This is an optimization exercise on Yosys and OpenROAD, whose aim is small area, not a production implementation.
Where RTL was checked, it was by simulation tests only, not by an equivalence proof against the original.
Function not checked in run 4: the RTL went through the layout flow alone.

[config.mk]
export PLATFORM = sky130hd
export DESIGN_NAME = three_phase_shape
export DESIGN_NICKNAME = three_phase_shape
export VERILOG_FILES = /design/flow/design.v
export SDC_FILE = /design/flow/constraint.sdc
export NUM_CORES = 4
export LEC_CHECK = 0
export CAP_MARGIN = 20
export CORE_MARGIN = 2
export CORE_UTILIZATION = 40
export SLEW_MARGIN = 20
[constraint.sdc]
create_clock -name core_clock -period 10.0 [get_ports {clk}]
set_input_delay 2.0000 -clock core_clock [delete_from_list [all_inputs] [get_ports {clk}]]
set_output_delay 2.0000 -clock core_clock [all_outputs]
set_load 0.01 [all_outputs]
[design.v]
`timescale 1us/1ns
module sd2(clk, rst, sd_in, bs_out);
parameter BW = 16;
input clk;
input rst;                       
input signed [BW-1:0] sd_in;     
output bs_out;                   
wire signed [BW-1:0] feedback;   
reg signed [BW+1:0] sd_reg1;
reg signed [BW+1:0] sd_reg2;
assign bs_out = sd_reg1[BW+1] ? 0 : 1;
assign feedback = sd_reg1[BW+1] ? -(2**(BW-1)) : (2**(BW-1) - 1);
always@(posedge clk) begin
	if (rst) begin
		sd_reg1 <= 0;
		sd_reg2 <= 0;
	end else begin
		sd_reg1 <= sd_reg1 + sd_reg2 + sd_in - (feedback <<< 1);
		sd_reg2 <= sd_reg2 + sd_in - feedback;
	end
end
endmodule
`timescale 1ns/1ps
module modulator #(
    parameter WIDTH = 16,        
    parameter THRESHOLD = 32   
)(
    input  wire              clk,
    input  wire              rst,      
    input  wire              sd_bs,    
    output reg               pwm
);
    reg signed [WIDTH-1:0] int1;
    reg signed [WIDTH-1:0] int2;
    reg signed [WIDTH-1:0] error;
    always @(posedge clk) begin
        if (rst) begin
            int1  <= 0;
            int2  <= 0;
            error <= 0;
            pwm   <= 1'b0;
        end else begin
            int1 <= int1 + (sd_bs ?    16'sd1 : - 16'sd1 );
            int2 <= int2 + (pwm ? 16'sd1: -16'sd1);
            error <= int1 - int2;
            if (error > THRESHOLD)
                pwm <= 1'b1;
            else if (error < THRESHOLD)
                pwm <= 1'b0;
        end
    end
endmodule
`timescale 1ns/1ps
module counter_modulator #(
    parameter PERIOD = 60
)(
    input  wire        clk,
    input  wire        rst,      
    input  wire        sd_bs,    
    output reg         count
);
    localparam WIDTH = 6;
    reg [WIDTH-1:0] sum;           
    reg [WIDTH-1:0] period_cnt;    
    reg [WIDTH-1:0] phase;         
    reg [WIDTH-1:0] latched_sum;   
    always @(posedge clk) begin
        if (rst) begin
            sum         <= 0;
            period_cnt  <= 0;
            latched_sum <= 0;
            count       <= 1'b0;
        end else begin
        if(period_cnt == PERIOD-1) begin
            latched_sum <= sum + sd_bs;
            sum         <= 0;
            period_cnt  <= 0;
        end else begin
            sum <= sum + sd_bs;
            period_cnt <= period_cnt + 1;
        end
        count <= (period_cnt < latched_sum);
        end
    end
endmodule
`timescale 1us/1ns
module three_phase_shape(
    clk, rst, omega, phaseA, phaseB, phaseC, phaseAx, phaseBx, phaseCx, pwmA, pwmB, pwmC, countA, countB, countC);
parameter SD_IN_BW = 16;                         
parameter INT_SCALE = 20;                        
parameter OMEGA_BW = 16;                         
localparam REG_BW = SD_IN_BW + INT_SCALE + 1;    
input clk;
input rst;                            
input signed [OMEGA_BW-1:0] omega;    
output phaseA, phaseB, phaseC;        
output signed [SD_IN_BW-1:0] phaseAx, phaseBx, phaseCx;  
output pwmA, pwmB, pwmC;
output countA, countB, countC;
wire signed [SD_IN_BW-1:0] sd_in_0, sd_in_1, sd_in_2;
wire signed [REG_BW-1:0] omega_gain;
wire signed [REG_BW-1:0] fbA, fbB, fbC;
wire signed [REG_BW-1:0] next_f0, next_f1, next_f2;
reg signed [REG_BW-1:0] f0, f1, f2;
sd2 #(.BW(SD_IN_BW)) sd_A (.clk(clk), .rst(rst), .sd_in(sd_in_0), .bs_out(phaseA));
sd2 #(.BW(SD_IN_BW)) sd_B (.clk(clk), .rst(rst), .sd_in(sd_in_1), .bs_out(phaseB));
sd2 #(.BW(SD_IN_BW)) sd_C (.clk(clk), .rst(rst), .sd_in(sd_in_2), .bs_out(phaseC));
modulator modulator_A (.clk(clk), .rst(rst), .sd_bs(phaseA), .pwm(pwmA));
modulator modulator_B (.clk(clk), .rst(rst), .sd_bs(phaseB), .pwm(pwmB));
modulator modulator_C (.clk(clk), .rst(rst), .sd_bs(phaseC), .pwm(pwmC));
counter_modulator modulator_Ac (.clk(clk), .rst(rst), .sd_bs(phaseA), .count(countA));
counter_modulator modulator_Bc (.clk(clk), .rst(rst), .sd_bs(phaseB), .count(countB));
counter_modulator modulator_Cc (.clk(clk), .rst(rst), .sd_bs(phaseC), .count(countC));
assign sd_in_0 = {f0[REG_BW-1], f0[REG_BW-3:INT_SCALE]};
assign sd_in_1 = {f1[REG_BW-1], f1[REG_BW-3:INT_SCALE]};
assign sd_in_2 = {f2[REG_BW-1], f2[REG_BW-3:INT_SCALE]};
assign phaseAx = sd_in_0;
assign phaseBx = sd_in_1;
assign phaseCx = sd_in_2;
assign omega_gain = omega <<< SD_IN_BW;
assign fbA = (phaseB ? omega_gain : -omega_gain) - (phaseC ? omega_gain : -omega_gain);
assign fbB = (phaseC ? omega_gain : -omega_gain) - (phaseA ? omega_gain : -omega_gain);
assign fbC = (phaseA ? omega_gain : -omega_gain) - (phaseB ? omega_gain : -omega_gain);
assign next_f0 = f0 + fbA;
assign next_f1 = f1 + fbB;
assign next_f2 = f2 + fbC;
always @(posedge clk) begin
  if (rst) begin
    f0 <=  (2**(REG_BW-3)) - 1;                      
    f1 <= -((2**(REG_BW-3)) - 1) >>> 1;              
    f2 <= -((2**(REG_BW-3)) - 1) >>> 1;              
  end else begin
    if (next_f0 > ((2**(REG_BW-3)) - 1))
        f0 <= (2**(REG_BW-3)) - 1;
    else if (next_f0 < -(2**(REG_BW-3)))
        f0 <= -(2**(REG_BW-3));
    else
        f0 <= next_f0;
    if (next_f1 > ((2**(REG_BW-3)) - 1))
        f1 <= (2**(REG_BW-3)) - 1;
    else if (next_f1 < -(2**(REG_BW-3)))
        f1 <= -(2**(REG_BW-3));
    else
        f1 <= next_f1;
    if (next_f2 > ((2**(REG_BW-3)) - 1))
        f2 <= (2**(REG_BW-3)) - 1;
    else if (next_f2 < -(2**(REG_BW-3)))
        f2 <= -(2**(REG_BW-3));
    else
        f2 <= next_f2;
  end
end
endmodule
[run.sh]
#!/bin/bash
# synth_recipe.tcl (not shown) runs the flow's synth.tcl, then flattens the netlist and writes it again
# the make line also repeats each setting of config.mk as NAME=value (left out here)
make -C /OpenROAD-flow-scripts/flow DESIGN_CONFIG=/design/flow/config.mk WORK_HOME=/design/flow/orfs CLKGATE_MAP_FILE= SYNTH_SCRIPT=/design/flow/synth_recipe.tcl finish
==> run_results.csv, run 1 <==
group,metric,value,unit
cts,postCtsResizedCells,0,
floorplan,rows,106,
cts,clkTransAtPathRegs,60,ps
worst_hold_path,hold_depth,1,
cts,hold_buffers,0,
synth,yosys-top-cells-area,"dfxtp_1 25%, ha_1 14%, fa_1 9.7%",
worst_setup_path,crit_family,"simple AND/OR/NAND/NOR gates",
worst_setup_path,path_max_fanout,11,
worst_setup_path,path_cells,"clkdlybuf4s50_1 > or3_1 > or3_1 > or3_1 > or3_1 > or3_1 > or3_1 > or3_1 > nor2b_1 > a21oi_1 > fa_1 > ha_1 > nand2_1 > o31a_1 > xnor2_1 > nand3_1 > ha_1 > or2_2 > or3b_2 > o21ai_1",
place,placed_cells,4968,
grt,grt_usage,19.0,%
grt,grt_overflow,0,
drt,viasPerCell,5.33,
timing,fin_hold_ws,401,ps
place,place_area,0.0350,mm²
worst_setup_path,crit_path_end_kind,"flip-flop",
drt,dr.pass1.iters,6,
floorplan,start_util,40.4,%
floorplan,die_h,294,µm
worst_hold_path,min_path_type,"flip-flop to flip-flop",
cts,h-tree-depth,2,
worst_setup_path,path_common_cell,"or3_1",
job,maxCapViolations,0,
synth,synthCells,3965,
timing,setup_viol,0,
drt,route.met3.wl,3970,µm
timing,setup_tns,0,ps
drt,drc,0,
drt,vias,27000,
place,routabilityCongestion,0.907,
layout,area_delta_synth_final,9.23,%
synth,yosysTopAreaCell,"dfxtp_1",
synth,synth.avg_cell_area,8.49,µm²
synth,synth_cell_type_count,90,
drt,met2_length,36300,µm
floorplan,die_area,0.0865,mm²
grt,grt_pass1_wl,135000,µm
synth,seq_area_frac_synth,25.0,%
floorplan,num_io_pins,75,
cts,cts_root_buf,"clkbuf_16",
layout,nNetsFinal,4511,
worst_setup_path,path_depth,20,
drt,drt_wl_total,82000,µm
synth,ys_ff_latch,420,
grt,grt_max_degree,179,
layout,final_common_cell,"nor2_1",
synth,async_flop_share,0,%
timing,rsz0062_at_grt,"no",
worst_setup_path,r2r_cells,16,
timing,period_share,89.1,%
drt,wl_per_cell,16.2,µm
timing,skew,29.0,ps
floorplan,coreArea,0.0834,mm²
synth,yosys_warnings,4,
layout,final_cells,5061,
drt,met1_length,40000,µm
synth,synth_edf_count,0,
layout,mostFrequentLayoutCells,"437 x nor2_1, 417 x dfxtp_1, 390 x ha_1, 328 x inv_1, 267 x nand2_1",
drt,drt_iter0_markers,1681,
layout,final_area,0.0368,mm²
worst_setup_path,worstPathRequired,10540,ps
timing,clock.fmax,112,MHz
outcome,outcome,"complete, no violations",
layout,antenna_cells,0,
place,dpl.hpwl,63100,µm
worst_setup_path,cp.arrival,9450,ps
timing,hold_viol,0,
worst_setup_path,cpMaxStageDelayCell,"clkdlybuf4s50_1",
timing,maxSlewViolCount,0,
timing,slew_headroom,36.5,%
cts,insertion_delay,610,ps
layout,drive_above_1_share,3.97,%
cts,cts_buffer_depth,3,
timing,period_minus_slack,8910,ps
place,port_buffers,74,
timing,fin_ws,1090,ps
synth,syn-num-nets,4536,
drt,postRouteAntennaNets,0,
synth,synth_top_flop_cell,"dfxtp_1",
floorplan,die_w,294,µm
cts,cts_inserted_buffers,50,
worst_setup_path,max_stage_delay,590,ps
drt,highest_layer,"met4",
cts,cts_num_sinks,420,
grt,antenna_found_initial,0,
worst_setup_path,start_kind,"primary input",
synth,netlist.area_leader.share,25.0,%
cts,cts_tree,"yes",
synth,synthesis.area,0.0337,mm²
cts,cts_setup_buffers,0,
place,pre_cts_ws,549,ps
worst_setup_path,path_buf_inv,1,
timing,worstMarginPinSlew,947,ps
grt,grt_pass1_vias,25900,
worst_setup_path,criticalPathCategory,"primary input to flip-flop",
[path summary, 6_finish.rpt]
| check | slack [ps] | from | end |
|---|---|---|---|
| max | 1090 | omega[0] | f1[9] |
| min | 400 | modulator_B.error[15] | modulator_B.pwm |
| max reg2reg | 3880 | sd_B.sd_reg1[17] | f0[2] |
| min reg2reg | 400 | modulator_B.error[15] | modulator_B.pwm |
[routing by layer]
layer | track usage, % | vias up
met5 | 0 | -
met4 | 4.29 | 0
met3 | 2.61 | 93
met2 | 30.6 | 484
met1 | 27.0 | 12600
li1 | - | 13700
[cell usage after synthesis (all sizes together), types with 9 or more instances]
library cell and count:
a21oi 219, and2 21, inv 329, and3 43
o31ai 23, a211oi 22, xnor2 160, nand4 36
o21a 42, o21ai 220, a211o 20, clkbuf 98
mux2i 12, o2bb2ai 9, o21bai 31, or2 15
o31a 19, nor2b 69, nand3 67, or4 22
fa 163, nor2 438, nor3 119, dfxtp 420
a31oi 21, o41ai 25, nor3b 16, or3 29
o221ai 9, o22ai 40, nand2 267, o211ai 12
nor4 14, xor2 159, a21boi 37, nand2b 46
a2111oi 9, ha 390, buf 67, a21o 105
[layout make-up]
| class | instances | area, µm² |
|---|---|---|
| inverter | 330 | 1240 |
| fill | 8199 | 46700 |
| clock buffer | 70 | 1490 |
| timing repair buffer | 88 | 863 |
| multi-input combinational | 3050 | 23200 |
| sequential | 420 | 8410 |
| tap | 1080 | 1350 |
| clock inverter | 23 | 244 |
[through the flow]
stage	util [%]
2_1_floorplan	-
3_3_place_gp	42.0
3_5_place_dp	42.0
4_1_cts	44.1
5_1_grt	44.1
6_report	44.1
[sequential cells by signal (all words and copies together), names as in the netlist, 16 cells and up]
name               flops
f0                    36
f1                    36
f2                    36
sd_A.sd_reg1          18
sd_A.sd_reg2          18
sd_B.sd_reg1          18
sd_B.sd_reg2          18
sd_C.sd_reg1          18
sd_C.sd_reg2          18
modulator_A.error     16
modulator_A.int1      16
modulator_A.int2      16
modulator_B.error     16
modulator_B.int1      16
modulator_B.int2      16
modulator_C.error     16
modulator_C.int1      16
modulator_C.int2      16
[worst reg2reg max path, stage by stage, from the launching register on]
cell and delay [ps]:
dfxtp_2 650, and2_1 240, xor2_1 530, fa_1 540
ha_1 370, inv_1 140, o21bai_1 100, a2111oi_0 700
o2111ai_1 350, a31oi_1 250, xor2_1 120, nand4b_1 190
or4_1 550, a2111oi_0 700, a2111oi_4 180, buf_4 280
o22ai_1 180
[cell families after synthesis]
kind of cell / after synthesis / synth area share [%]
AO/OA/AOI/OAI: 930 / 18.4
XOR/XNOR: 319 / 8.30
adder cells (fa/ha/maj): 553 / 24.2
buffers and inverters: 495 / 6.24
flip-flops: 420 / 25.0
multiplexers: 17 / 0.524
AND/OR/NAND/NOR: 1231 / 17.4
==> run 2: changes to the inputs <==
==> design.v (replaced) <==
`timescale 1us/1ns
module sd2(clk, rst, sd_in, bs_out);
input clk;
input rst;                       
input signed [15:0] sd_in;       
output bs_out;                   
reg signed [17:0] sd_reg1;
reg signed [17:0] sd_reg2;
wire s = sd_reg1[17];
assign bs_out = ~s;
wire signed [17:0] nfb = s ? 18'sd32768 : -18'sd32767;
wire signed [17:0] r2 = sd_reg2 + sd_in + nfb;
always @(posedge clk) begin
	if (rst) begin
		sd_reg1 <= 0;
		sd_reg2 <= 0;
	end else begin
		sd_reg1 <= sd_reg1 + r2 + nfb;
		sd_reg2 <= r2;
	end
end
endmodule
`timescale 1ns/1ps
module modulator(
    input  wire              clk,
    input  wire              rst,      
    input  wire              sd_bs,    
    output reg               pwm
);
    reg [4:0] dh;
    reg       gt, lt;
    always @(posedge clk) begin
        if (rst) begin
            dh  <= 0;
            gt  <= 1'b0;
            lt  <= 1'b1;
            pwm <= 1'b0;
        end else begin
            dh  <= dh + sd_bs - pwm;
            gt  <= dh > 5'd16;
            lt  <= dh < 5'd16;
            if (gt)
                pwm <= 1'b1;
            else if (lt)
                pwm <= 1'b0;
        end
    end
endmodule
`timescale 1ns/1ps
module counter_modulator(
    input  wire clk,
    input  wire rst,      
    input  wire sd_a, sd_b, sd_c,
    output wire count_a, count_b, count_c
);
    reg [5:0] period_cnt;
    wire last = (period_cnt == 6'd59);
    always @(posedge clk) begin
        if (rst)
            period_cnt <= 0;
        else if (last)
            period_cnt <= 0;
        else
            period_cnt <= period_cnt + 1'b1;
    end
    window_count wa (.clk(clk), .rst(rst), .sd_bs(sd_a), .last(last), .period_cnt(period_cnt), .count(count_a));
    window_count wb (.clk(clk), .rst(rst), .sd_bs(sd_b), .last(last), .period_cnt(period_cnt), .count(count_b));
    window_count wc (.clk(clk), .rst(rst), .sd_bs(sd_c), .last(last), .period_cnt(period_cnt), .count(count_c));
endmodule
module window_count(
    input  wire       clk,
    input  wire       rst,
    input  wire       sd_bs,
    input  wire       last,
    input  wire [5:0] period_cnt,
    output reg        count
);
    reg [5:0] sum;
    reg [5:0] latched_sum;
    always @(posedge clk) begin
        if (rst) begin
            sum         <= 0;
            latched_sum <= 0;
            count       <= 1'b0;
        end else begin
            if (last) begin
                latched_sum <= sum + sd_bs;
                sum         <= 0;
            end else begin
                sum <= sum + sd_bs;
            end
            count <= (period_cnt < latched_sum);
        end
    end
endmodule
`timescale 1us/1ns
module three_phase_shape(
    clk, rst, omega, phaseA, phaseB, phaseC, phaseAx, phaseBx, phaseCx, pwmA, pwmB, pwmC, countA, countB, countC);
input clk;
input rst;                            
input signed [15:0] omega;            
output phaseA, phaseB, phaseC;        
output signed [15:0] phaseAx, phaseBx, phaseCx;  
output pwmA, pwmB, pwmC;
output countA, countB, countC;
reg signed [17:0] g0, g1, g2;
wire [17:0] n0, n1, n2;
assign phaseAx = {g0[17], g0[17:3]};
assign phaseBx = {g1[17], g1[17:3]};
assign phaseCx = {g2[17], g2[17:3]};
sd2 sd_A (.clk(clk), .rst(rst), .sd_in(phaseAx), .bs_out(phaseA));
sd2 sd_B (.clk(clk), .rst(rst), .sd_in(phaseBx), .bs_out(phaseB));
sd2 sd_C (.clk(clk), .rst(rst), .sd_in(phaseCx), .bs_out(phaseC));
modulator modulator_A (.clk(clk), .rst(rst), .sd_bs(phaseA), .pwm(pwmA));
modulator modulator_B (.clk(clk), .rst(rst), .sd_bs(phaseB), .pwm(pwmB));
modulator modulator_C (.clk(clk), .rst(rst), .sd_bs(phaseC), .pwm(pwmC));
counter_modulator modulator_c (.clk(clk), .rst(rst), .sd_a(phaseA), .sd_b(phaseB), .sd_c(phaseC),
                               .count_a(countA), .count_b(countB), .count_c(countC));
integ i0 (.g(g0), .omega(omega), .up(phaseB & ~phaseC), .dn(~phaseB & phaseC), .g_next(n0));
integ i1 (.g(g1), .omega(omega), .up(phaseC & ~phaseA), .dn(~phaseC & phaseA), .g_next(n1));
integ i2 (.g(g2), .omega(omega), .up(phaseA & ~phaseB), .dn(~phaseA & phaseB), .g_next(n2));
always @(posedge clk) begin
  if (rst) begin
    g0 <= 18'sh1ffff;    
    g1 <= 18'sh30000;    
    g2 <= 18'sh30000;    
  end else begin
    g0 <= n0;
    g1 <= n1;
    g2 <= n2;
  end
end
endmodule
module integ(g, omega, up, dn, g_next);
input signed [17:0] g;
input signed [15:0] omega;
input up, dn;
output [17:0] g_next;
wire signed [18:0] step = up ? omega : dn ? -omega : 19'sd0;
wire signed [18:0] s = g + step;
assign g_next = (s[18] == s[17]) ? s[17:0] : {s[18], {17{~s[18]}}};
endmodule
==> run_results.csv, run 2 <==
group,metric,value,unit
outcome,outcome,"complete, no violations",
floorplan,start_util,40.4,%
timing,skew,17.8,ps
timing,fin_hold_ws,418,ps
worst_setup_path,cpMaxStageDelayCell,"o21ai_2",
place,dpl.hpwl,29100,µm
layout,final_common_cell,"ha_1",
worst_setup_path,path_max_fanout,16,
synth,yosysMostFrequentCell,"ha_1",
cts,cts_root_buf,"clkbuf_16",
layout,area_delta_synth_final,11.4,%
cts,clkTransAtPathRegs,60,ps
synth,ys_ff_latch,231,
cts,postCtsResizedCells,0,
synth,synth_common_cells,"287 x ha_1, 231 x dfxtp_1, 152 x nor2_1",
timing,maxSlewViolCount,0,
floorplan,die_w,209,µm
cts,cts_setup_buffers,0,
drt,vias,13100,
floorplan,num_io_pins,75,
worst_setup_path,max_stage_delay,700,ps
place,port_buffers,74,
worst_setup_path,path_cells,"clkdlybuf4s50_1 > or3_4 > nor3_1 > nand2b_1 > nor3_1 > xnor2_1 > a22o_1 > ha_1 > and3_1 > and3_1 > a211o_1 > a2111oi_0 > a311oi_2 > o21ai_2 > o31ai_1",
worst_hold_path,min_path_type,"flip-flop to flip-flop",
synth,synthSimpleGateAreaFrac,13.3,%
worst_hold_path,hold_depth,1,
synth,synth_top_flop_cell,"dfxtp_1",
worst_setup_path,path_buf_inv,1,
layout,nNetsFinal,2218,
timing,worstMarginPinSlew,1130,ps
grt,grt_pass1_vias,12700,
synth,synthCells,1864,
layout,drive_above_1_share,4.97,%
layout,antenna_cells,0,
drt,drt_iter0_markers,732,
synth,netlist.area_leader.share,27.4,%
synth,seq_area_frac_synth,27.4,%
grt,grt_usage,17.6,%
timing,setup_tns,0,ps
worst_setup_path,r2r_cells,19,
layout,fill_cells,4086,
floorplan,die_h,209,µm
drt,dr.pass1.iters,4,
floorplan,coreArea,0.0418,mm²
synth,synth_edf_count,0,
worst_setup_path,path_depth,15,
worst_setup_path,crit_path_end_kind,"flip-flop",
synth,muxShareOfSynthArea,0.816,%
synth,async_flop_share,0,%
grt,antenna_found_initial,0,
drt,wl_per_cell,15.5,µm
cts,insertion_delay,580,ps
layout,ff_latch_area,0.00462,mm²
synth,yosys-top-cells-area,"dfxtp_1 27%, ha_1 21%, xnor2_1 4.5%",
synth,synthesis.area,0.0169,mm²
worst_setup_path,crit_family,"compound AO/OA/AOI/OAI gates",
timing,hold_viol,0,
job,maxCapViolations,0,
timing,period_minus_slack,6550,ps
cts,cts_num_sinks,231,
grt,grt_max_degree,78,
synth,synth-xor-area-share,8.66,%
synth,yosys_warnings,5,
synth,synth_top_family_by_area,"adder cells",
cts,hold_buffers,0,
worst_setup_path,start_kind,"primary input",
worst_setup_path,cp.arrival,6960,ps
drt,drc,0,
drt,drt_wl_total,38100,µm
synth,syn-num-nets,2190,
synth,synthAdderAreaFrac,23.8,%
worst_setup_path,worstPathRequired,10410,ps
cts,cts_buffer_depth,3,
drt,postRouteAntennaNets,0,
timing,slew_headroom,24.2,%
grt,grt_pass1_wl,63500,µm
place,routabilityCongestion,0.871,
cts,cts_tree,"yes",
grt,grt_overflow,0,
synth,yosysTopAreaCell,"dfxtp_1",
synth,synth_compound_area_share,20.1,%
synth,synth_cell_type_count,72,
cts,cts_inserted_buffers,28,
timing,period_share,65.5,%
timing,rsz0062_at_grt,"no",
worst_setup_path,criticalPathCategory,"primary input to flip-flop",
layout,mostFrequentLayoutCells,"287 x ha_1, 231 x dfxtp_1, 151 x nor2_1, 121 x inv_1, 110 x a21oi_1",
floorplan,rows,75,
cts,h-tree-depth,1,
timing,clock.fmax,153,MHz
timing,setup_viol,0,
layout,multi_input_area,0.0113,mm²
floorplan,die_area,0.0438,mm²
synth,synth.avg_cell_area,9.05,µm²
drt,viasPerCell,5.35,
-- run 2: changes by cell type after synthesis, moves of 90 or more --
cell     previous run  this run
a21oi_1           218       110
dfxtp_1           420       231
fa_1              163        21
ha_1              390       287
inv_1             329       122
nand2_1           267        40
nor2_1            437       152
nor3_1            119        29
o21ai_0           178        66
-- run 2: final cells by class --
| class | count | share of cell area [%] |
|---|---|---|
| multi-input combinational | 1423 | 59.9 |
| clock buffer | 38 | 4.14 |
| sequential | 231 | 24.6 |
| clock inverter | 12 | 0.879 |
| tap | 539 | 3.59 |
| inverter | 122 | 2.44 |
| timing repair buffer | 86 | 4.41 |
-- run 2: final timing paths --
check	from	endpoint	slack [ps]
max	omega[2]	g2[9]	3450
min	modulator_C.dh[4]	modulator_C.lt	420
max reg2reg	sd_C.sd_reg1[17]	sd_C.sd_reg1[17]	4630
min reg2reg	modulator_C.dh[4]	modulator_C.lt	420
-- run 2: cells by family (layout without fill, tap and decap cells) --
| family | Yosys count | after routing |
|---|---|---|
| compound gates | 502 | 502 |
| simple gates | 435 | 435 |
| fa+ha+maj | 308 | 308 |
| flops | 231 | 231 |
| buf+inv | 210 | 258 |
| xor+xnor | 165 | 165 |
| mux | 13 | 13 |
-- run 2: through the flow --
step	util, %	setup slack [ps]	instances	cell area [µm²]
detailed placement	42.7	2870	2401	17800
global placement	42.7	2980	2401	17800
CTS	45.0	3450	2451	18800
global route	45.0	3070	2451	18800
finish	45.0	3450	2451	18800
floorplan	-	4070	1864	16900
-- run 2: per-layer routing --
layer / vias up / track usage [%] / part of all wire [%]
met1: 6157 / 24.1 / 49
li1: 6704 / - / -
met3: 44 / 2.83 / 3.9
met5: - / 0 / 0
met2: 204 / 29.0 / 45
met4: 0 / 4.31 / 2.1
==> run 3: changes to the inputs <==
--- a/design.v
+++ b/design.v
@@ -5,10 +5,14 @@
 input signed [15:0] sd_in;       
 output bs_out;                   
-reg signed [17:0] sd_reg1;
-reg signed [17:0] sd_reg2;
+reg [17:0] sd_reg1;
+reg [17:0] sd_reg2;
 wire s = sd_reg1[17];
 assign bs_out = ~s;
-wire signed [17:0] nfb = s ? 18'sd32768 : -18'sd32767;
-wire signed [17:0] r2 = sd_reg2 + sd_in + nfb;
+wire [17:0] y = {~s, ~s, ~sd_in[15], sd_in[14:0]};
+wire [2:0] a_top = sd_reg1[17:15] + {~s, ~s, 1'b1};
+wire [17:0] a = {a_top, sd_reg1[14:0]};
+wire [17:0] r2, r1;
+rca #(18) add2 (.a(sd_reg2), .b(y), .ci(~s), .s(r2));
+rca #(18) add1 (.a(a), .b(r2), .ci(~s), .s(r1));
 always @(posedge clk) begin
 	if (rst) begin
@@ -16,8 +20,27 @@
 		sd_reg2 <= 0;
 	end else begin
-		sd_reg1 <= sd_reg1 + r2 + nfb;
+		sd_reg1 <= r1;
 		sd_reg2 <= r2;
 	end
 end
+endmodule
+module rca #(parameter W = 8) (
+    input  wire [W-1:0] a,
+    input  wire [W-1:0] b,
+    input  wire         ci,
+    output wire [W-1:0] s
+);
+    function [W-1:0] add;
+        input [W-1:0] x, y;
+        input         c;
+        integer i;
+        begin
+            for (i = 0; i < W; i = i + 1) begin
+                add[i] = x[i] ^ y[i] ^ c;
+                c      = (x[i] & y[i]) | (c & (x[i] ^ y[i]));
+            end
+        end
+    endfunction
+    assign s = add(a, b, ci);
 endmodule
 `timescale 1ns/1ps
@@ -137,6 +160,7 @@
 input up, dn;
 output [17:0] g_next;
-wire signed [18:0] step = up ? omega : dn ? -omega : 19'sd0;
-wire signed [18:0] s = g + step;
+wire [18:0] b = {19{up | dn}} & ({{3{omega[15]}}, omega} ^ {19{dn}});
+wire [18:0] s;
+rca #(19) add (.a({g[17], g}), .b(b), .ci(dn), .s(s));
 assign g_next = (s[18] == s[17]) ? s[17:0] : {s[18], {17{~s[18]}}};
 endmodule
==> run_results.csv, run 3 <==
group,metric,value,unit
floorplan,die_area,0.0324,mm²
worst_setup_path,path_buf_inv,4,
layout,final_area,0.0143,mm²
place,pre_cts_ws,-357,ps
grt,antenna_found_initial,0,
worst_setup_path,cpMaxStageDelayCell,"fa_2",
synth,synth_top_flop_cell,"dfxtp_1",
worst_setup_path,cp.arrival,10170,ps
layout,drive_above_1_share,8.06,%
floorplan,start_util,40.5,%
cts,cts_inserted_buffers,27,
layout,final_common_cell,"dfxtp_1",
synth,syn-num-nets,1399,
synth,synthCells,1176,
synth,synthesis.area,0.0124,mm²
timing,slew_headroom,45.6,%
floorplan,rows,64,
worst_setup_path,worstPathRequired,10430,ps
timing,worstMarginPinSlew,816,ps
synth,yosysMostFrequentCell,"dfxtp_1",
drt,drt_wl_total,22900,µm
grt,grt_max_degree,79,
timing,clock.fmax,103,MHz
synth,yosysTopAreaCell,"dfxtp_1",
worst_hold_path,min_path_type,"flip-flop to flip-flop",
grt,grt_pass1_vias,7748,
cts,insertion_delay,530,ps
cts,clkTransAtPathRegs,60,ps
grt,grt_overflow,0,
worst_setup_path,crit_family,"adder cells",
layout,nNetsFinal,1443,
worst_setup_path,path_max_fanout,8,
drt,vias,7309,
cts,cts_buffer_depth,3,
place,dpl.hpwl,17100,µm
timing,period_minus_slack,9750,ps
synth,async_flop_share,0,%
worst_setup_path,criticalPathCategory,"primary input to flip-flop",
cts,cts_num_sinks,231,
worst_setup_path,path_common_cell,"fa_1",
cts,cts_root_buf,"clkbuf_16",
floorplan,die_h,180,µm
place,place_area,0.0133,mm²
timing,fin_ws,254,ps
grt,grt_usage,14.8,%
drt,wl_per_cell,14.0,µm
synth,seq_area_frac_synth,37.3,%
synth,netlist.area_leader.share,37.3,%
drt,dr.pass1.iters,4,
synth,synth_cell_type_count,38,
layout,antenna_cells,0,
floorplan,num_io_pins,75,
cts,cts_tree,"yes",
drt,postRouteAntennaNets,0,
timing,hold_viol,0,
synth,ys_ff_latch,231,
place,routabilityCongestion,0.771,
synth,synth_common_cells,"231 x dfxtp_1, 210 x inv_1, 159 x fa_1",
layout,mostFrequentLayoutCells,"231 x dfxtp_1, 210 x inv_1, 147 x fa_1, 128 x nor2_1, 73 x clkdlybuf4s50_1",
timing,maxSlewViolCount,0,
floorplan,coreArea,0.0306,mm²
layout,area_delta_synth_final,15.3,%
floorplan,die_w,180,µm
synth,yosys-top-cells-area,"dfxtp_1 37%, fa_1 26%, inv_1 6.4%",
outcome,outcome,"complete, no violations",
worst_setup_path,max_stage_delay,480,ps
timing,period_share,97.5,%
worst_setup_path,start_kind,"primary input",
timing,skew,17.0,ps
cts,h-tree-depth,1,
drt,drt_iter0_markers,305,
drt,viasPerCell,4.46,
worst_setup_path,crit_path_end_kind,"flip-flop",
place,port_buffers,74,
grt,grt_pass1_wl,39500,µm
synth,yosys_warnings,7,
job,maxCapViolations,0,
timing,setup_viol,0,
drt,drc,0,
synth,synth_edf_count,0,
synth,synth.avg_cell_area,10.5,µm²
==> run 3: cell types whose count changed in the layout (fill, tap and decap cells not counted), moves of 31 or more <==
cell,before,now
nand2b_1,18,57
and2_1,56,7
ha_1,287,46
nand2_1,40,9
inv_1,121,210
a22o_1,45,6
a21oi_1,110,47
o21ai_0,66,17
xnor2_1,87,27
a21o_1,71,3
fa_1,21,147
==> run 3: metrics by stage <==
| stage | hold WS, ps | setup TNS, ps | instances | utilization [%] |
|---|---|---|---|---|
| after global routing | 456 | -58.1 | 1637 | 46.7 |
| final | 434 | 0 | 1637 | 46.7 |
| after floorplan | 403 | 0 | 1176 | - |
| after detailed placement | 427 | -16920 | 1583 | 43.4 |
| after global placement | 424 | -9420 | 1583 | 43.4 |
| after CTS | 440 | 0 | 1633 | 46.4 |
==> run 3: area by class of cell <==
type,instances,area (µm²)
well taps,396,495
repair buffers,99,967
multi-input cells,651,6500
clock buffers,35,756
clock inverters,15,164
flip-flops and latches,231,4620
fillers,2877,16300
inverters,210,788
==> run 3: path summary, 6_finish.rpt <==
| path | cells after the start | slack, ps | end | startpoint |
|---|---|---|---|---|
| worst min register to register | 1 | 430 | modulator_C.lt | modulator_C.dh[4] |
| worst max register to register | 24 | 1050 | sd_C.sd_reg1[17] | sd_C.sd_reg1[17] |
| worst min-delay path | 1 | 430 | modulator_C.lt | modulator_C.dh[4] |
| worst max-delay path | 26 | 250 | g1[3] | omega[0] |
==> run 3: worst reg2reg max path: stages (launching register included) <==
cell and delay (ps):
dfxtp_1 400, inv_1 370, fa_1 270, inv_1 80, fa_1 420, fa_1 420
fa_1 430, fa_1 430, fa_1 420, fa_1 430, fa_1 420, fa_1 420
fa_1 420, fa_1 420, fa_1 430, fa_1 430, fa_1 440, fa_1 400
inv_1 80, fa_1 450, fa_1 450, fa_1 390, xnor2_1 200, xnor2_1 130
nor2_1 50
==> run 3: layer usage <==
metal | track usage (%) | share of wire (%) | vias to the layer above
met3 | 2.16 | 3.9 | 36
met2 | 25.7 | 49 | 113
met1 | 19.5 | 45 | 3590
met4 | 3.45 | 2.0 | 0
li1 | - | - | 3570
met5 | 0 | 0 | -
==> run 3: cell families after synthesis <==
group                      count (synthesis)  share of synthesized area [%]
muxes                                      3                          0.242
AOI/OAI and AO/OA                        105                           5.48
buffers and inverters                    294                           10.7
xor gates and xnor gates                  88                           6.22
DFF                                      231                           37.3
adders and majority gates                205                           30.3
and+or+nand+nor                          250                           9.77
==> run 3: what timing repair did <==
item / in CTS / in global routing
buffers inserted: 0 / 0
gates resized for setup: 0 / 29
endpoints found under the setup margin: 0 / 50
hold buffers: 0 / 0
==> run 4: changes to the inputs <==
--- a/design.v
+++ b/design.v
@@ -45,26 +45,20 @@
 endmodule
 `timescale 1ns/1ps
-module modulator(
-    input  wire              clk,
-    input  wire              rst,      
-    input  wire              sd_bs,    
-    output reg               pwm
-);
-    reg [4:0] dh;
-    reg       gt, lt;
+module modulator(input wire clk, input wire rst, input wire sd_bs, output reg pwm);
+    reg [4:0] k;  
+    reg q;
+    wire en = sd_bs ^ pwm;
+    wire up = sd_bs;
+    wire t1 = en & (k[0] ~^ up);
+    wire t2 = t1 & (k[1] ~^ up);
+    wire t3 = t2 & (k[2] ~^ up);
+    wire t4 = t3 & (k[3] ~^ up);
     always @(posedge clk) begin
-        if (rst) begin
-            dh  <= 0;
-            gt  <= 1'b0;
-            lt  <= 1'b1;
-            pwm <= 1'b0;
-        end else begin
-            dh  <= dh + sd_bs - pwm;
-            gt  <= dh > 5'd16;
-            lt  <= dh < 5'd16;
-            if (gt)
-                pwm <= 1'b1;
-            else if (lt)
-                pwm <= 1'b0;
+        if (rst) begin k <= 5'b10000; q <= 0; pwm <= 0; end
+        else begin
+            k <= k ^ {t4, t3, t2, t1, en};
+            pwm <= q;
+            if (!k[4] && k != 0) q <= 1'b1;
+            else if (k[4]) q <= 1'b0;
         end
     end
@@ -73,5 +67,5 @@
 module counter_modulator(
     input  wire clk,
-    input  wire rst,      
+    input  wire rst,
     input  wire sd_a, sd_b, sd_c,
     output wire count_a, count_b, count_c
@@ -79,15 +73,12 @@
     reg [5:0] period_cnt;
     wire last = (period_cnt == 6'd59);
+    wire first = (period_cnt == 6'd0);
     always @(posedge clk) begin
-        if (rst)
-            period_cnt <= 0;
-        else if (last)
-            period_cnt <= 0;
-        else
-            period_cnt <= period_cnt + 1'b1;
+        if (rst | last) period_cnt <= 0;
+        else period_cnt <= period_cnt + 1'b1;
     end
-    window_count wa (.clk(clk), .rst(rst), .sd_bs(sd_a), .last(last), .period_cnt(period_cnt), .count(count_a));
-    window_count wb (.clk(clk), .rst(rst), .sd_bs(sd_b), .last(last), .period_cnt(period_cnt), .count(count_b));
-    window_count wc (.clk(clk), .rst(rst), .sd_bs(sd_c), .last(last), .period_cnt(period_cnt), .count(count_c));
+    window_count wa (.clk(clk), .rst(rst), .sd_bs(sd_a), .last(last), .first(first), .period_cnt(period_cnt), .count(count_a));
+    window_count wb (.clk(clk), .rst(rst), .sd_bs(sd_b), .last(last), .first(first), .period_cnt(period_cnt), .count(count_b));
+    window_count wc (.clk(clk), .rst(rst), .sd_bs(sd_c), .last(last), .first(first), .period_cnt(period_cnt), .count(count_c));
 endmodule
 module window_count(
@@ -96,4 +87,5 @@
     input  wire       sd_bs,
     input  wire       last,
+    input  wire       first,
     input  wire [5:0] period_cnt,
     output reg        count
@@ -103,15 +95,12 @@
     always @(posedge clk) begin
         if (rst) begin
-            sum         <= 0;
-            latched_sum <= 0;
-            count       <= 1'b0;
+            sum <= 0; latched_sum <= 0; count <= 1'b0;
         end else begin
             if (last) begin
                 latched_sum <= sum + sd_bs;
-                sum         <= 0;
-            end else begin
+                sum <= 0;
+            end else
                 sum <= sum + sd_bs;
-            end
-            count <= (period_cnt < latched_sum);
+            count <= first ? (latched_sum != 0) : (count & (period_cnt != latched_sum));
         end
     end
--- a/config.mk
+++ b/config.mk
@@ -6,4 +6,5 @@
 export NUM_CORES = 4
 export LEC_CHECK = 0
+export ABC_AREA = 1
 export CAP_MARGIN = 20
 export CORE_MARGIN = 2
==> run_results.csv, run 4 <==
group,metric,value,unit
worst_setup_path,crit_path_end_kind,"flip-flop",
drt,met2_length,11000,µm
timing,setup_viol,0,
synth,synth_cell_type_count,30,
cts,h-tree-depth,1,
worst_setup_path,worstPathRequired,10410,ps
timing,fin_hold_ws,434,ps
synth,synth_top_family_by_area,"adder cells",
cts,cts_root_buf,"clkbuf_16",
grt,grt_pass1_wl,39600,µm
worst_setup_path,criticalPathCategory,"primary input to flip-flop",
synth,ys_ff_latch,228,
place,routabilityCongestion,0.830,
place,port_buffers,74,
layout,final_area,0.0139,mm²
synth,synth_compound_area_share,8.26,%
timing,clock.fmax,103,MHz
synth,synth_common_cells,"252 x inv_1, 228 x dfxtp_1, 179 x nor2_1",
timing,worstMarginPinSlew,872,ps
cts,cts_tree,"yes",
grt,grt_max_degree,77,
synth,yosysMostFrequentCell,"inv_1",
timing,period_minus_slack,9680,ps
layout,antenna_cells,0,
floorplan,coreArea,0.0298,mm²
cts,clkTransAtPathRegs,60,ps
layout,mostFrequentLayoutCells,"252 x inv_1, 228 x dfxtp_1, 179 x nor2_1, 156 x fa_1, 133 x nand2_1",
layout,fill_cells,2864,
cts,cts_inserted_buffers,27,
floorplan,die_h,179,µm
synth,synth.avg_cell_area,9.14,µm²
drt,viasPerCell,4.48,
timing,period_share,96.8,%
synth,yosys_warnings,7,
drt,postRouteAntennaNets,0,
place,placed_cells,1720,
place,dpl.hpwl,17200,µm
cts,cts_num_sinks,228,
synth,synth_top_flop_cell,"dfxtp_1",
layout,drive_above_1_share,6.02,%
timing,hold_viol,0,
synth,syn-num-nets,1522,
synth,synthAdderAreaFrac,27.0,%
synth,async_flop_share,0,%
synth,netlist.area_leader.share,37.4,%
drt,dr.pass1.iters,4,
grt,grt_pass1_vias,8088,
cts,hold_buffers,0,
drt,drt_wl_total,23300,µm
floorplan,die_area,0.0319,mm²
timing,rsz0062_at_grt,"no",
layout,area_delta_synth_final,14.1,%
timing,slew_headroom,41.9,%
drt,highest_layer,"met4",
worst_setup_path,cp.arrival,10090,ps
job,maxCapViolations,0,
drt,drc,0,
layout,final_common_cell,"inv_1",
floorplan,num_io_pins,75,
synth,synthesis.area,0.0122,mm²
timing,setup_tns,0,ps
grt,grt_usage,15.5,%
worst_setup_path,start_kind,"primary input",
synth,seq_area_frac_synth,37.4,%
timing,skew,8.56,ps
cts,cts_setup_buffers,0,
worst_setup_path,path_max_fanout,16,
floorplan,rows,63,
synth,synth_edf_count,0,
outcome,outcome,"complete, no violations",
drt,route.met3.wl,1020,µm
drt,vias,7928,
synth,synthSimpleGateAreaFrac,12.3,%
place,place_area,0.0130,mm²
drt,wl_per_cell,13.2,µm
grt,grt_overflow,0,
timing,maxSlewViolCount,0,
grt,antenna_found_initial,0,
layout,nNetsFinal,1547,
synth,yosysTopAreaCell,"dfxtp_1",
cts,insertion_delay,520,ps
synth,synth-xor-area-share,2.27,%
synth,yosys-top-cells-area,"dfxtp_1 37%, fa_1 26%, inv_1 7.8%",
floorplan,die_w,179,µm
synth,muxShareOfSynthArea,0,%
synth,synthCells,1334,
layout,final_cells,1769,
floorplan,start_util,40.9,%
layout,multi_input_area,0.00608,mm²
layout,ff_latch_area,0.00456,mm²
drt,met1_length,10800,µm
worst_hold_path,min_path_type,"flip-flop to flip-flop",
drt,drt_iter0_markers,321,
cts,cts_buffer_depth,3,
cts,postCtsResizedCells,0,
## run 4: stage by stage
step | util (%) | worst slack [ps]
3_3_place_gp | 43.6 | -345
5_1_grt | 46.7 | 48.9
3_5_place_dp | 43.6 | -513
2_1_floorplan | - | 273
6_report | 46.7 | 320
4_1_cts | 46.7 | 38.1
## run 4: area by class of cell
class	instances	share of cell area [%]
flip-flops and latches	228	32.8
multi-input cells	759	43.7
well taps	390	3.51
repair buffers	88	6.53
clock inverters	11	1.20
inverters	255	6.88
clock buffers	38	5.37
## run 4: final timing paths
| kind | from | to | slack (ps) | depth (start not counted) |
|---|---|---|---|---|
| setup / recovery | omega[1] | g1[5] | 320 | 25 |
| hold / removal | modulator_C.q | modulator_C.pwm | 430 | 2 |
| setup reg to reg | sd_A.sd_reg1[17] | g1[5] | 630 | 27 |
| hold reg to reg | modulator_C.q | modulator_C.pwm | 430 | 2 |
## run 4: layer usage
layer	global-route usage [%]	vias up
met4	3.52	0
met3	2.56	36
met2	26.1	111
met1	20.9	3765
met5	0	-
li1	-	4016
## run 4: critical path: stages
cell and delay, ps:
clkdlybuf4s50_1 520, a21oi_1 180, o21ai_0 160, fa_1 440, fa_1 400, fa_1 390, fa_1 390, fa_1 400
fa_1 420, fa_1 410, fa_1 390, fa_1 390, fa_1 390, fa_1 390, fa_1 390, fa_1 380
fa_1 390, fa_1 370, inv_1 80, fa_1 180, fa_1 430, or2_2 300, nand2_1 110, buf_12 160
a21oi_1 50
## run 4: logic make-up after synthesis
kind of cell               count (synthesis)
adders and majority gates                170
xor gates and xnor gates                  29
DFF                                      228
AOI/OAI and AO/OA                        193
buffers and inverters                    347
and+or+nand+nor                          367
==> run 5: changes to the inputs <==
--- a/design.v
+++ b/design.v
@@ -116,6 +116,5 @@
 output pwmA, pwmB, pwmC;
 output countA, countB, countC;
-reg signed [17:0] g0, g1, g2;
-wire [17:0] n0, n1, n2;
+wire [17:0] g0, g1, g2;
 assign phaseAx = {g0[17], g0[17:3]};
 assign phaseBx = {g1[17], g1[17:3]};
@@ -129,27 +128,31 @@
 counter_modulator modulator_c (.clk(clk), .rst(rst), .sd_a(phaseA), .sd_b(phaseB), .sd_c(phaseC),
                                .count_a(countA), .count_b(countB), .count_c(countC));
-integ i0 (.g(g0), .omega(omega), .up(phaseB & ~phaseC), .dn(~phaseB & phaseC), .g_next(n0));
-integ i1 (.g(g1), .omega(omega), .up(phaseC & ~phaseA), .dn(~phaseC & phaseA), .g_next(n1));
-integ i2 (.g(g2), .omega(omega), .up(phaseA & ~phaseB), .dn(~phaseA & phaseB), .g_next(n2));
+wire [15:0] om_n = ~omega;
+integ #(.RST(18'h1ffff)) i0 (.clk(clk), .rst(rst), .omega(omega), .omega_n(om_n),
+                             .up(phaseB & ~phaseC), .dn(~phaseB & phaseC), .g(g0));
+integ #(.RST(18'h30000)) i1 (.clk(clk), .rst(rst), .omega(omega), .omega_n(om_n),
+                             .up(phaseC & ~phaseA), .dn(~phaseC & phaseA), .g(g1));
+integ #(.RST(18'h30000)) i2 (.clk(clk), .rst(rst), .omega(omega), .omega_n(om_n),
+                             .up(phaseA & ~phaseB), .dn(~phaseA & phaseB), .g(g2));
+endmodule
+module integ #(parameter [17:0] RST = 18'h0) (
+    input  wire        clk,
+    input  wire        rst,
+    input  wire [15:0] omega,
+    input  wire [15:0] omega_n,
+    input  wire        up,
+    input  wire        dn,
+    output reg  [17:0] g
+);
+wire [15:0] b = ({16{up}} & omega) | ({16{dn}} & omega_n);
+wire [18:0] s;
+rca #(19) add (.a({g[17], g}), .b({{3{b[15]}}, b}), .ci(dn), .s(s));
+wire pos_ovf = ~s[18] & s[17];
+wire neg_ovf = s[18] & ~s[17];
 always @(posedge clk) begin
-  if (rst) begin
-    g0 <= 18'sh1ffff;    
-    g1 <= 18'sh30000;    
-    g2 <= 18'sh30000;    
-  end else begin
-    g0 <= n0;
-    g1 <= n1;
-    g2 <= n2;
-  end
+  if (rst)
+    g <= RST;
+  else
+    g <= {s[18], (s[16:0] & {17{~neg_ovf}}) | {17{pos_ovf}}};
 end
 endmodule
-module integ(g, omega, up, dn, g_next);
-input signed [17:0] g;
-input signed [15:0] omega;
-input up, dn;
-output [17:0] g_next;
-wire [18:0] b = {19{up | dn}} & ({{3{omega[15]}}, omega} ^ {19{dn}});
-wire [18:0] s;
-rca #(19) add (.a({g[17], g}), .b(b), .ci(dn), .s(s));
-assign g_next = (s[18] == s[17]) ? s[17:0] : {s[18], {17{~s[18]}}};
-endmodule
--- a/config.mk
+++ b/config.mk
@@ -6,7 +6,9 @@
 export NUM_CORES = 4
 export LEC_CHECK = 0
-export ABC_AREA = 1
 export CAP_MARGIN = 20
 export CORE_MARGIN = 2
 export CORE_UTILIZATION = 40
+export CTS_BUF_LIST = sky130_fd_sc_hd__clkbuf_4
+export CTS_CLUSTER_DIAMETER = 60
+export CTS_CLUSTER_SIZE = 10
 export SLEW_MARGIN = 20
==> run_results.csv, run 5 <==
group,metric,value,unit
synth,synthesis.area,0.0120,mm²
timing,rsz0062_at_grt,"no",
timing,period_share,96.0,%
grt,grt_max_degree,75,
worst_hold_path,min_path_type,"flip-flop to flip-flop",
place,place_area,0.0128,mm²
worst_setup_path,start_kind,"primary input",
cts,postCtsResizedCells,0,
outcome,outcome,"complete, no violations",
drt,wl_per_cell,13.8,µm
grt,grt_usage,14.8,%
grt,top_usage_layer,"met2",
layout,area_delta_synth_final,8.48,%
worst_setup_path,worstPathRequired,10630,ps
cts,h-tree-depth,1,
floorplan,die_w,177,µm
layout,nNetsFinal,1383,
grt,antenna_found_initial,1,
worst_setup_path,crit_path_end_kind,"flip-flop",
cts,cts_setup_buffers,0,
layout,final_area,0.0130,mm²
place,dpl.hpwl,16400,µm
place,port_buffers,74,
timing,maxSlewViolCount,0,
synth,netlist.area_leader.share,38.0,%
layout,drive_above_1_share,4.93,%
grt,grt_util_met1,20.3,%
cts,cts_root_buf,"clkbuf_4",
cts,cts_inserted_buffers,27,
floorplan,start_util,40.6,%
cts,cts_tree,"yes",
worst_setup_path,criticalPathCategory,"primary input to flip-flop",
drt,drc,0,
timing,setup_viol,0,
floorplan,coreArea,0.0296,mm²
floorplan,die_h,177,µm
layout,final_common_cell,"dfxtp_1",
worst_setup_path,path_max_fanout,16,
cts,hold_buffers,0,
timing,period_minus_slack,9600,ps
timing,worstMarginPinSlew,911,ps
cts,cts_buffer_depth,3,
synth,yosys_warnings,8,
synth,synth.avg_cell_area,10.3,µm²
worst_setup_path,critPathLaunch,"omega[0]",
synth,async_flop_share,0,%
grt,grt_pass1_wl,37800,µm
synth,ys_ff_latch,228,
floorplan,rows,63,
layout,mostFrequentLayoutCells,"228 x dfxtp_1, 160 x inv_1, 159 x fa_1, 158 x nor2_1, 73 x clkdlybuf4s50_1",
worst_setup_path,reg2reg_to,"sd_A.sd_reg1[17]",
synth,synthCells,1167,
synth,yosysTopAreaCell,"dfxtp_1",
place,routabilityCongestion,0.809,
drt,viasPerCell,4.57,
synth,yosysMostFrequentCell,"dfxtp_1",
synth,synth_common_cells,"228 x dfxtp_1, 160 x inv_1, 159 x fa_1",
timing,slew_headroom,39.0,%
timing,hold_viol,0,
grt,grt_overflow,0,
cts,insertion_delay,680,ps
floorplan,die_area,0.0315,mm²
worst_setup_path,r2r_cells,25,
worst_setup_path,r2r_slack,1140,ps
cts,cts_num_sinks,228,
synth,seq_area_frac_synth,38.0,%
worst_setup_path,cp.arrival,10230,ps
worst_setup_path,cp-endpoint,"i2.g[10]",
synth,syn-num-nets,1355,
job,maxCapViolations,0,
drt,drt_wl_total,21900,µm
timing,clock.fmax,104,MHz
floorplan,num_io_pins,75,
timing,fin_hold_ws,446,ps
synth,synth_edf_count,0,
drt,postRouteAntennaNets,0,
timing,skew,41.5,ps
drt,vias,7264,
drt,dr.pass1.iters,5,
drt,drt_iter0_markers,416,
synth,synth_top_flop_cell,"dfxtp_1",
grt,grt_pass1_vias,7503,
synth,synth_cell_type_count,39,
synth,yosys-top-cells-area,"dfxtp_1 38%, fa_1 26%, inv_1 5.0%",
worst_setup_path,r2r_start,"sd_A.sd_reg1[17]",
layout,fill_cells,2879,
grt,gr-usage-met3,2.78,%
grt,use_met2,24.6,%
cts,clkTransAtPathRegs,110,ps
run 5: cell types whose count changed after synthesis, moves of 21 or more:
cell / change
o21ai_0: -30
a21oi_1: -87
xnor2_1: +40
nor2_1: -21
nand2_1: -79
o21a_1: +35
inv_1: -92
run 5: worst max-delay path: stages:
cell	delay, ps
clkdlybuf4s50_1	580
o21ai_0	160
fa_1	430
fa_1	380
fa_1	410
fa_1	420
fa_1	410
fa_1	410
fa_1	400
fa_1	390
fa_1	390
fa_1	390
fa_1	380
fa_1	390
fa_1	390
fa_1	360
inv_1	70
fa_1	150
inv_1	50
fa_1	350
inv_1	70
fa_1	200
fa_1	470
a21oi_1	170
buf_4	240
o21a_1	140
run 5: how the worst min path moves through the flow:
stage,startpoint,end,slack [ps],depth (start not counted)
2_1_floorplan,modulator_A.k[4],modulator_A.q,420,1
3_3_place_gp,modulator_C.k[4],modulator_C.q,430,1
3_5_place_dp,modulator_B.k[4],modulator_B.q,440,1
4_1_cts,modulator_B.k[4],modulator_B.q,450,1
5_1_grt,modulator_B.k[4],modulator_B.q,470,1
6_report,modulator_B.k[4],modulator_B.q,450,1
run 5: cell type report:
class / instances / area [µm²] / area share [%]
diodes: 1 / 2.50 / 0.0192
clock buffers: 27 / 203 / 1.55
clock inverters: 4 / 20.0 / 0.153
inverters: 161 / 604 / 4.63
multi-input cells: 685 / 6280 / 48.1
flip-flops and latches: 228 / 4560 / 35.0
well taps: 390 / 488 / 3.74
repair buffers: 92 / 886 / 6.79
run 5: kinds of logic after synthesis:
group           synth area share, %
mux                           0.499
flops                          38.0
fa+ha+maj                      27.6
compound gates                 7.18
simple gates                   11.8
buf+inv                        9.89
xor+xnor                       5.10
run 5: metrics by stage:
step	setup TNS [ps]	std cells	utilization [%]	setup WS, ps
4_1_cts	0	1587	44.0	480
2_1_floorplan	0	1167	-	328
5_1_grt	0	1588	44.0	22.1
6_report	0	1588	44.0	397
3_3_place_gp	-2740	1556	43.3	-91.2
3_5_place_dp	-10410	1556	43.3	-261
run 5: metal layers:
metal / part of all wire (%) / wire length, µm / vias to the layer above
met5: 0 / 0 / -
met4: 1.8 / 403 / 0
met3: 5.0 / 1100 / 44
met2: 47 / 10300 / 114
met1: 46 / 10200 / 3523
li1: - / - / 3583
==> run 6: changes to the inputs <==
==> flow/run.sh (new file) <==
#!/bin/bash
# Standard layout, but with the smallest buffer on the ports.
set -euo pipefail
export BUFFER_PORTS_ARGS="-buffer_cell sky130_fd_sc_hd__buf_1"
bash standard.sh synth > synth.log 2>&1
bash standard.sh > layout.log 2>&1
==> standard.sh (new file) <==
#!/bin/bash
# synth_recipe.tcl (not shown) runs the flow's synth.tcl, then flattens the netlist and writes it again
# the make line also repeats each setting of config.mk as NAME=value (left out here)
make -C /OpenROAD-flow-scripts/flow DESIGN_CONFIG=/design/flow/config.mk WORK_HOME=/design/flow/orfs CLKGATE_MAP_FILE= SYNTH_SCRIPT=/design/flow/synth_recipe.tcl "${@:-finish}"
--- a/config.mk
+++ b/config.mk
@@ -6,4 +6,5 @@
 export NUM_CORES = 4
 export LEC_CHECK = 0
+export ABC_AREA = 1
 export CAP_MARGIN = 20
 export CORE_MARGIN = 2
removed: run.sh
==> run_results.csv, run 6 <==
group,metric,value,unit
worst_setup_path,cp.arrival,9940,ps
synth,yosysTopAreaCell,"dfxtp_1",
timing,hold_viol,0,
synth,synthCells,1378,
floorplan,die_area,0.0321,mm²
worst_setup_path,path_max_fanout,16,
floorplan,num_io_pins,75,
worst_setup_path,crit_path_end_kind,"flip-flop",
grt,use_met2,24.5,%
worst_hold_path,hp-start,"modulator_B.q",
grt,grt_max_degree,66,
synth,synthesis.area,0.0123,mm²
grt,grt_util_met1,20.9,%
cts,insertion_delay,670,ps
layout,final_common_cell,"inv_1",
drt,drt_wl_total,22900,µm
worst_setup_path,r2r_start,"sd_A.sd_reg1[17]",
worst_setup_path,worstPathRequired,10570,ps
floorplan,coreArea,0.0304,mm²
timing,rsz0062_at_grt,"no",
worst_hold_path,min_path_type,"flip-flop to flip-flop",
job,maxCapViolations,0,
synth,netlist.area_leader.share,37.2,%
place,routabilityCongestion,0.811,
cts,cts_num_sinks,228,
place,dpl.hpwl,17600,µm
drt,postRouteAntennaNets,0,
grt,grt_overflow,0,
timing,slew_headroom,42.7,%
drt,dr.pass1.iters,5,
grt,grt_pass1_vias,7995,
floorplan,die_w,179,µm
cts,clkTransAtPathRegs,110,ps
synth,ys_ff_latch,228,
layout,nNetsFinal,1587,
grt,antenna_found_initial,1,
synth,synth_cell_type_count,31,
drt,viasPerCell,4.44,
layout,area_delta_synth_final,3.76,%
grt,gr-usage-met3,3.05,%
cts,h-tree-depth,1,
synth,seq_area_frac_synth,37.2,%
synth,synth_top_flop_cell,"dfxtp_1",
floorplan,rows,64,
timing,period_minus_slack,9370,ps
timing,worstMarginPinSlew,850,ps
grt,grt_pass1_wl,38900,µm
synth,syn-num-nets,1566,
cts,cts_inserted_buffers,26,
timing,fin_ws,626,ps
synth,yosys-top-cells-area,"dfxtp_1 37%, fa_1 26%, inv_1 8.8%",
outcome,outcome,"complete, no violations",
timing,setup_viol,0,
synth,yosys_warnings,8,
synth,yosysMostFrequentCell,"inv_1",
drt,drc,0,
layout,drive_above_1_share,4.15,%
cts,cts_tree,"yes",
worst_setup_path,r2r_slack,950,ps
timing,clock.fmax,107,MHz
place,port_buffers,74,
synth,synth_common_cells,"288 x inv_1, 228 x dfxtp_1, 204 x nand2_1",
synth,async_flop_share,0,%
synth,synth.avg_cell_area,8.91,µm²
timing,skew,26.0,ps
synth,synth_edf_count,0,
worst_setup_path,critPathLaunch,"omega[0]",
worst_setup_path,start_kind,"primary input",
grt,top_usage_layer,"met2",
cts,cts_root_buf,"clkbuf_4",
timing,maxSlewViolCount,0,
cts,cts_buffer_depth,3,
grt,grt_usage,15.2,%
layout,fin_util,41.9,%
cts,cts_setup_buffers,0,
floorplan,start_util,40.4,%
timing,period_share,93.7,%
cts,hold_buffers,0,
layout,mostFrequentLayoutCells,"288 x inv_1, 228 x dfxtp_1, 204 x nand2_1, 169 x nor2_1, 159 x fa_1",
drt,drt_iter0_markers,447,
place,pre_cts_ws,-5.05,ps
drt,wl_per_cell,12.7,µm
drt,vias,7970,
floorplan,die_h,179,µm
worst_setup_path,criticalPathCategory,"primary input to flip-flop",
cts,postCtsResizedCells,0,
==> run 6: changes by cell type after synthesis, moves of 19 or more <==
cell / delta
o21a_1: -34
nand3_1: +19
o21ai_0: +20
nor2b_1: -19
a21oi_1: +44
inv_1: +128
nand2_1: +150
xnor2_1: -39
==> run 6: worst paths after layout <==
check | endpoint | cells past startpoint
worst max-delay path | i1.g[2] | 27
worst min-delay path | modulator_B.pwm | 2
worst max register to register | i2.g[14] | 27
worst min register to register | modulator_B.pwm | 2
==> run 6: per-stage QoR <==
step / TNS [ps] / area (µm²) / hold slack (ps) / std cells
floorplan: 0 / 12300 / 411 / 1378
global route: 0 / 12700 / 452 / 1796
global placement: 0 / 12500 / 423 / 1767
detailed placement: -5.05 / 12500 / 423 / 1767
finish: 0 / 12700 / 435 / 1796
CTS: 0 / 12700 / 438 / 1795
==> run 6: metal layers <==
layer  up-vias  wire length [µm]
met3        37              1110
met5         -                 0
met1      3802             10700
met4         0               516
met2       112             10600
li1       4019                 -
==> run 6: final cells by class <==
class,count,area (µm²)
clock buffer,27,203
multi-input combinational,771,6050
clock inverter,1,3.75
inverter,294,1110
antenna,1,2.50
timing repair buffer,78,312
sequential,228,4560
fill,3058,17700
tap,396,495
==> run 6: worst max-delay path: stages <==
cell and delay [ps]:
buf_1 70, inv_1 160, o21ai_0 170, fa_1 440
fa_1 390, fa_1 400, fa_1 430, fa_1 400
fa_1 390, fa_1 390, fa_1 390, fa_1 390
fa_1 390, fa_1 380, fa_1 390, fa_1 390
fa_1 360, inv_1 70, fa_1 150, inv_1 50
fa_1 350, inv_1 70, fa_1 220, fa_1 430
nand2_1 100, nand2_1 300, a21oi_1 250
==> run 6: cell families after synthesis <==
family	after synthesis	synth area share, %
adders and majority gates	170	27.0
DFF	228	37.2
AOI/OAI and AO/OA	141	5.90
buffers and inverters	379	13.5
xor gates and xnor gates	28	2.12
and+or+nand+nor	432	14.2
==> run 7: changes to the inputs <==
--- a/config.mk
+++ b/config.mk
@@ -6,5 +6,4 @@
 export NUM_CORES = 4
 export LEC_CHECK = 0
-export ABC_AREA = 1
 export CAP_MARGIN = 20
 export CORE_MARGIN = 2
==> run_results.csv, run 7 <==
group,metric,value,unit
worst_setup_path,max_stage_delay,470,ps
synth,yosysTopAreaCell,"dfxtp_1",
drt,drc,0,
grt,grt_usage,14.9,%
layout,drive_above_1_share,4.69,%
synth,seq_area_frac_synth,38.0,%
synth,synth_edf_count,0,
grt,grt_max_degree,73,
synth,synthesis.area,0.0120,mm²
timing,fin_ws,768,ps
place,dpl.hpwl,16500,µm
drt,drt_iter0_markers,386,
synth,yosys-top-cells-area,"dfxtp_1 38%, fa_1 26%, inv_1 5.0%",
cts,cts_tree,"yes",
floorplan,die_h,177,µm
cts,postCtsResizedCells,0,
worst_setup_path,start_kind,"primary input",
grt,grt_pass1_vias,7731,
drt,viasPerCell,4.59,
drt,wl_per_cell,13.8,µm
cts,insertion_delay,690,ps
synth,yosysMostFrequentCell,"dfxtp_1",
worst_hold_path,hold_path_end,"modulator_B.q",
place,port_buffers,74,
layout,final_area,0.0126,mm²
floorplan,die_area,0.0315,mm²
synth,synth_top_flop_cell,"dfxtp_1",
layout,mostFrequentLayoutCells,"228 x dfxtp_1, 160 x inv_1, 159 x fa_1, 158 x nor2_1, 73 x buf_1",
worst_setup_path,worstPathRequired,10630,ps
worst_hold_path,hp-start,"modulator_B.k[4]",
floorplan,num_io_pins,75,
place,place_area,0.0123,mm²
drt,dr.pass1.iters,7,
place,pre_cts_ws,77.2,ps
worst_hold_path,min_path_type,"flip-flop to flip-flop",
drt,drt_wl_total,21900,µm
job,maxCapViolations,0,
layout,final_common_cell,"dfxtp_1",
timing,worstMarginPinSlew,940,ps
worst_setup_path,r2r_slack,1180,ps
outcome,outcome,"complete, no violations",
timing,hold_viol,0,
worst_setup_path,path_max_fanout,16,
cts,cts_setup_buffers,0,
timing,setup_viol,0,
timing,rsz0062_at_grt,"no",
worst_setup_path,path_buf_inv,5,
layout,area_delta_synth_final,4.63,%
timing,clock.fmax,108,MHz
synth,netlist.area_leader.share,38.0,%
cts,h-tree-depth,1,
timing,period_minus_slack,9230,ps
layout,final_cells,1586,
cts,cts_num_sinks,228,
timing,setup_tns,0,ps
worst_setup_path,r2r_cells,24,
grt,antenna_found_initial,2,
place,routabilityCongestion,0.786,
floorplan,rows,63,
worst_setup_path,criticalPathCategory,"primary input to flip-flop",
synth,synthCells,1167,
cts,clkTransAtPathRegs,100,ps
synth,async_flop_share,0,%
worst_setup_path,crit_path_end_kind,"flip-flop",
synth,synth.avg_cell_area,10.3,µm²
worst_hold_path,hold_depth,1,
worst_setup_path,reg2reg_to,"sd_C.sd_reg1[17]",
synth,syn-num-nets,1355,
synth,ys_ff_latch,228,
timing,slew_headroom,37.1,%
grt,grt_overflow,0,
grt,grt_pass1_wl,38100,µm
worst_setup_path,crit_family,"adder cells",
floorplan,die_w,177,µm
timing,skew,58.6,ps
cts,cts_root_buf,"clkbuf_4",
synth,yosys_warnings,8,
timing,maxSlewViolCount,0,
cts,hold_buffers,0,
synth,synth_common_cells,"228 x dfxtp_1, 160 x inv_1, 159 x fa_1",
worst_setup_path,cp.arrival,9860,ps
timing,period_share,92.3,%
cts,cts_inserted_buffers,27,
worst_setup_path,r2r_start,"sd_C.sd_reg1[17]",
worst_setup_path,path_common_cell,"fa_1",
floorplan,start_util,40.6,%
layout,nNetsFinal,1378,
synth,synth_cell_type_count,39,
cts,cts_buffer_depth,3,
place,placed_cells,1551,
drt,postRouteAntennaNets,0,
drt,vias,7273,
worst_setup_path,cpMaxStageDelayCell,"fa_1",
floorplan,coreArea,0.0296,mm²
-- run 7: per-stage QoR --
stage               hold WS (ps)  utilization, %
floorplan                    417               -
global placement             432            41.5
CTS                          450            42.4
finish                       444            42.5
detailed placement           435            41.5
global route                 470            42.5
-- run 7: layer usage --
metal | vias up | routed length [µm] | global-route usage [%]
li1 | 3571 | - | -
met1 | 3537 | 9940 | 20.1
met2 | 124 | 10400 | 25.0
met3 | 39 | 1090 | 2.46
met4 | 2 | 450 | 3.42
met5 | - | 13 | 0
-- run 7: worst reg2reg max path, delay by kind of cell, from the launching register on --
family	cells	cell delay, ps
DFF	1	320
adders and majority gates	18	7540
and+or+nand+nor	1	50
xor gates and xnor gates	2	340
buffers and inverters	3	440
-- run 7: area by class of cell --
class	count	area, µm²
fill	2916	17100
multi-input combinational	685	6280
sequential	228	4560
inverter	161	604
tap	390	488
timing repair buffer	87	379
clock buffer	29	218
clock inverter	5	48.8
antenna	1	2.50
-- run 7: how the worst max path moves through the flow --
stage	start	endpoint	slack, ps	cells after the start
2_1_floorplan	omega[0]	i0.g[14]	330	26
3_3_place_gp	omega[0]	i1.g[14]	260	26
3_5_place_dp	omega[0]	i0.g[9]	80	25
4_1_cts	omega[0]	i0.g[11]	820	25
5_1_grt	omega[0]	i0.g[11]	400	25
6_report	omega[0]	i1.g[14]	770	26
-- run 7: cell families after synthesis --
kind of cell	after synthesis	synth area share (%)
buf+inv	254	9.89
fa+ha+maj	170	27.6
flops	228	38.0
xor+xnor	70	5.10
compound gates	137	7.18
simple gates	302	11.8
mux	6	0.499

[afterwards: timing with drivers on the ports]
How much do the figures lean on ideal ports? The routed layouts below were timed once more, with nothing changed but the port constraints. Step 1 (the two cells are an assumption about what drives the block):
set clk [get_ports {clk}]
set_driving_cell -lib_cell sky130_fd_sc_hd__clkbuf_16 $clk
set_driving_cell -lib_cell sky130_fd_sc_hd__buf_2 [delete_from_list [all_inputs] $clk]
Step 2, shift: input delay + t, output delay - t, t = (earliest + latest rising clock arrival at the registers) / 2. This alone moves slack from input paths to output paths. Three values: ideal ports, drivers, drivers and shift; two values: the first two.
| run | t, ns | slack for setup (ns) | worst register clock-pin slew, ns | cell pins on the clock port's net |
|---|---|---|---|---|
| run 1 | 0.663 | 1.091 / 1.133 / 0.471 | 0.07 / 0.07 | 1 |
| run 2 | 0.621 | 3.454 / 3.486 / 2.864 | 0.06 / 0.06 | 1 |
| run 3 | 0.573 | 0.254 / 0.273 / -0.300 | 0.06 / 0.06 | 1 |
| run 4 | 0.569 | 0.320 / 0.328 / -0.242 | 0.06 / 0.06 | 1 |
| run 5 | 0.699 | 0.397 / 0.390 / -0.309 | 0.12 / 0.12 | 1 |
| run 6 | 0.695 | 0.626 / 0.635 / -0.060 | 0.12 / 0.12 | 1 |
| run 7 | 0.697 | 0.768 / 0.744 / 0.047 | 0.12 / 0.12 | 1 |
With both steps, setup timing fails in run 3, run 4, run 5 and run 6, where it was met with ideal ports. For run 7, which loses most, drivers alone change the setup slack by -0.024 ns; drivers and shift together by -0.721 ns.
